Background: an optimization exercise with open tools, aiming at small area, a short achievable clock period and few clock cycles. Do not read the settings as production practice.
The RTL was checked by simulation tests, not by an equivalence proof against the original design.

==> v19: inputs <==
Design geofence, start of the top module:
module geofence (clk, reset, X, Y, valid, is_inside);
input               clk;
input               reset;
input       [9:0]   X;
input       [9:0]   Y;
output  reg         valid;
output  reg         is_inside;
reg     [3:0]   cnt;         
reg     [9:0]   PX, PY;
reg signed [10:0] VX, VY;    
reg signed [11:0] VD;        
reg signed [10:0] LX, LY, RX, RY;
reg             deg;         
wire signed [10:0] dx = {1'b0, X} - {1'b0, PX};
wire signed [10:0] dy = {1'b0, Y} - {1'b0, PY};
wire signed [11:0] dd = {1'b0, PX} - {1'b0, X} + {1'b0, Y} - {1'b0, PY};
wire a_neg, a_zero, b_neg, b_zero;
cross_pair u_ab (.lx(LX), .ly(LY), .rx(RX), .ry(RY), .vx(VX), .vy(VY), .d(VD),
                 .a_neg(a_neg), .a_zero(a_zero), .b_neg(b_neg), .b_zero(b_zero));
wire a_pos = ~a_neg & ~a_zero;
wire b_pos = ~b_neg & ~b_zero;
wire v_zero = ~(|VX) & ~(|VY);
wire opp = (|LX) ? (VX[10] ^ LX[10]) : (VY[10] ^ LY[10]);
wire first = (cnt == 4'd2);
wire step  = (cnt >= 4'd2) && (cnt <= 4'd7);
wire cov_now = v_zero | (~a_pos & ~b_pos & (~deg | opp));
always @(posedge clk or posedge reset) begin
    if (reset) begin
        cnt   <= 4'd0;
        valid <= 1'b0;
    end else begin
        cnt   <= (cnt == 4'd8) ? 4'd0 : cnt + 4'd1;
        valid <= (cnt == 4'd7);
    end
end
always @(posedge clk) begin
    if (cnt == 4'd0) begin
        PX <= X;
        PY <= Y;
    end
    VX <= dx;
    VY <= dy;
    VD <= dd;
    if (first) begin
        LX <= VX; LY <= VY;
        RX <= VX; RY <= VY;
        deg <= 1'b1;
        is_inside <= v_zero;
    end else if (step) begin
        if (a_neg) begin LX <= VX; LY <= VY; end
        if (b_neg) begin RX <= VX; RY <= VY; end
        if (a_neg | b_neg) deg <= 1'b0;
        is_inside <= is_inside | cov_now;
    end
end
endmodule
Settings: LEC_CHECK=0, CAP_MARGIN=20, CORE_MARGIN=2, CORE_UTILIZATION=40, PLACE_DENSITY=0.75, SETUP_SLACK_MARGIN=5, SLEW_MARGIN=20; clock period 10.0 ns.
standard.sh (not shown) runs the stock make flow with config.mk's settings and CLKGATE_MAP_FILE= SYNTH_SCRIPT=/design/flow/synth_recipe.tcl, a recipe that flattens the netlist after the stock synthesis.
==> flow/flow/run.sh <==
#!/bin/bash
# Standard ORFS layout, with one extra step between synthesis and floorplan:
# flow/polfix.py rewrites the synthesized netlist (same registers, same
# function) to drop the inverters between full adders and to turn half
# adders with an unused output into plain gates.
set -euo pipefail
bash standard.sh synth > synth.log 2>&1
R=orfs/results/${FLOW_PLATFORM}/geofence/base
cp $R/1_2_yosys.v 1_2_yosys.orig.v
python3 flow/polfix.py $R/1_2_yosys.v > polfix.log 2>&1
bash standard.sh finish > finish.log 2>&1
Other scripts of this flow, unchanged in this note and not shown: flow/flow/polfix.py
==> v29 (differences from v19) <==
ABC_AREA = 1   (was default)
PLACE_DENSITY = 0.6   (was 0.75)
SETUP_SLACK_MARGIN = 4   (was 5)
==> impl_metrics.py <==
metrics = {
    "clock_tree": {
        "cts_resized": 123,
    },
    "worst_hold_path": {
        "hp-start": "cnt[0]",
        "holdPathEnd": "cnt[0]",
    },
    "run_status": {
        "status": "no timing/DRC/antenna violations",
    },
    "critical_path": {
        "crit_path_start": "RX[3]",
        "arrival_ns": 5.88,
    },
    "final_layout": {
        "multiInputGateArea_sq_um": 13360,
        "drive_gt1_share_pct": 20.73,
    },
    "routing": {
        "finalWirelength_um": 56960,
    },
}
That was v19.
==> impl_metrics.py <==
metrics = {
    "worst_hold_path": {
        "hp-start": "cnt[2]",
    },
    "routing": {
        "finalWirelength_um": 59590,
    },
    "final_layout": {
        "final_core_util_pct": 44.44,
        "multiInputGateArea_sq_um": 11230,
        "drive_gt1_share_pct": 8.153,
    },
    "critical_path": {
        "crit_path_start": "VX[7]",
        "arrival_ns": 5.95,
    },
    "run_status": {
        "status": "no timing/DRC/antenna violations",
    },
    "clock_tree": {
        "cts_resized": 22,
        "clk_latency_ns": 0.35,
    },
    "grt": {
        "grt_use_met2_pct": 46.54,
    },
}
That was v29.
Testbench counts of v19, summed over its fixed seeds: cycles 28,800.
Testbench counts of v29, summed over its fixed seeds: cycles 28,800.

## separate check: timing with driven ports
In the flow no input, the clock included, has a driving cell. The finished layouts below were timed again as built, in two steps.
Step 1: set_driving_cell puts a clkbuf_16 on clk and a buf_2 on each other input, an assumption about the parent block.
Step 2 moves the port delays by t, midway between the first and last clock arrival at a register: inputs arrive t later, outputs are due t later. That takes back most of the time a late clock gives input paths.
Slacks: no drivers / after step 1 / after step 2; pairs: no drivers / after step 1.
| run | t, ns | setup WS [ns] | latest minus earliest clock arrival (ns) | worst slew at a driven data input, ns |
|---|---|---|---|---|
| v19 | 0.399 | 4.206 / 4.206 / 4.206 | 0.011 / 0.011 | 0.04 |
| v29 | 0.379 | 4.153 / 4.153 / 4.124 | 0.009 / 0.010 | 0.04 |
After both steps setup and hold are still met in every run listed. For v29, which loses most, drivers alone change the setup slack by 0.000 ns; drivers and shift together by -0.029 ns.
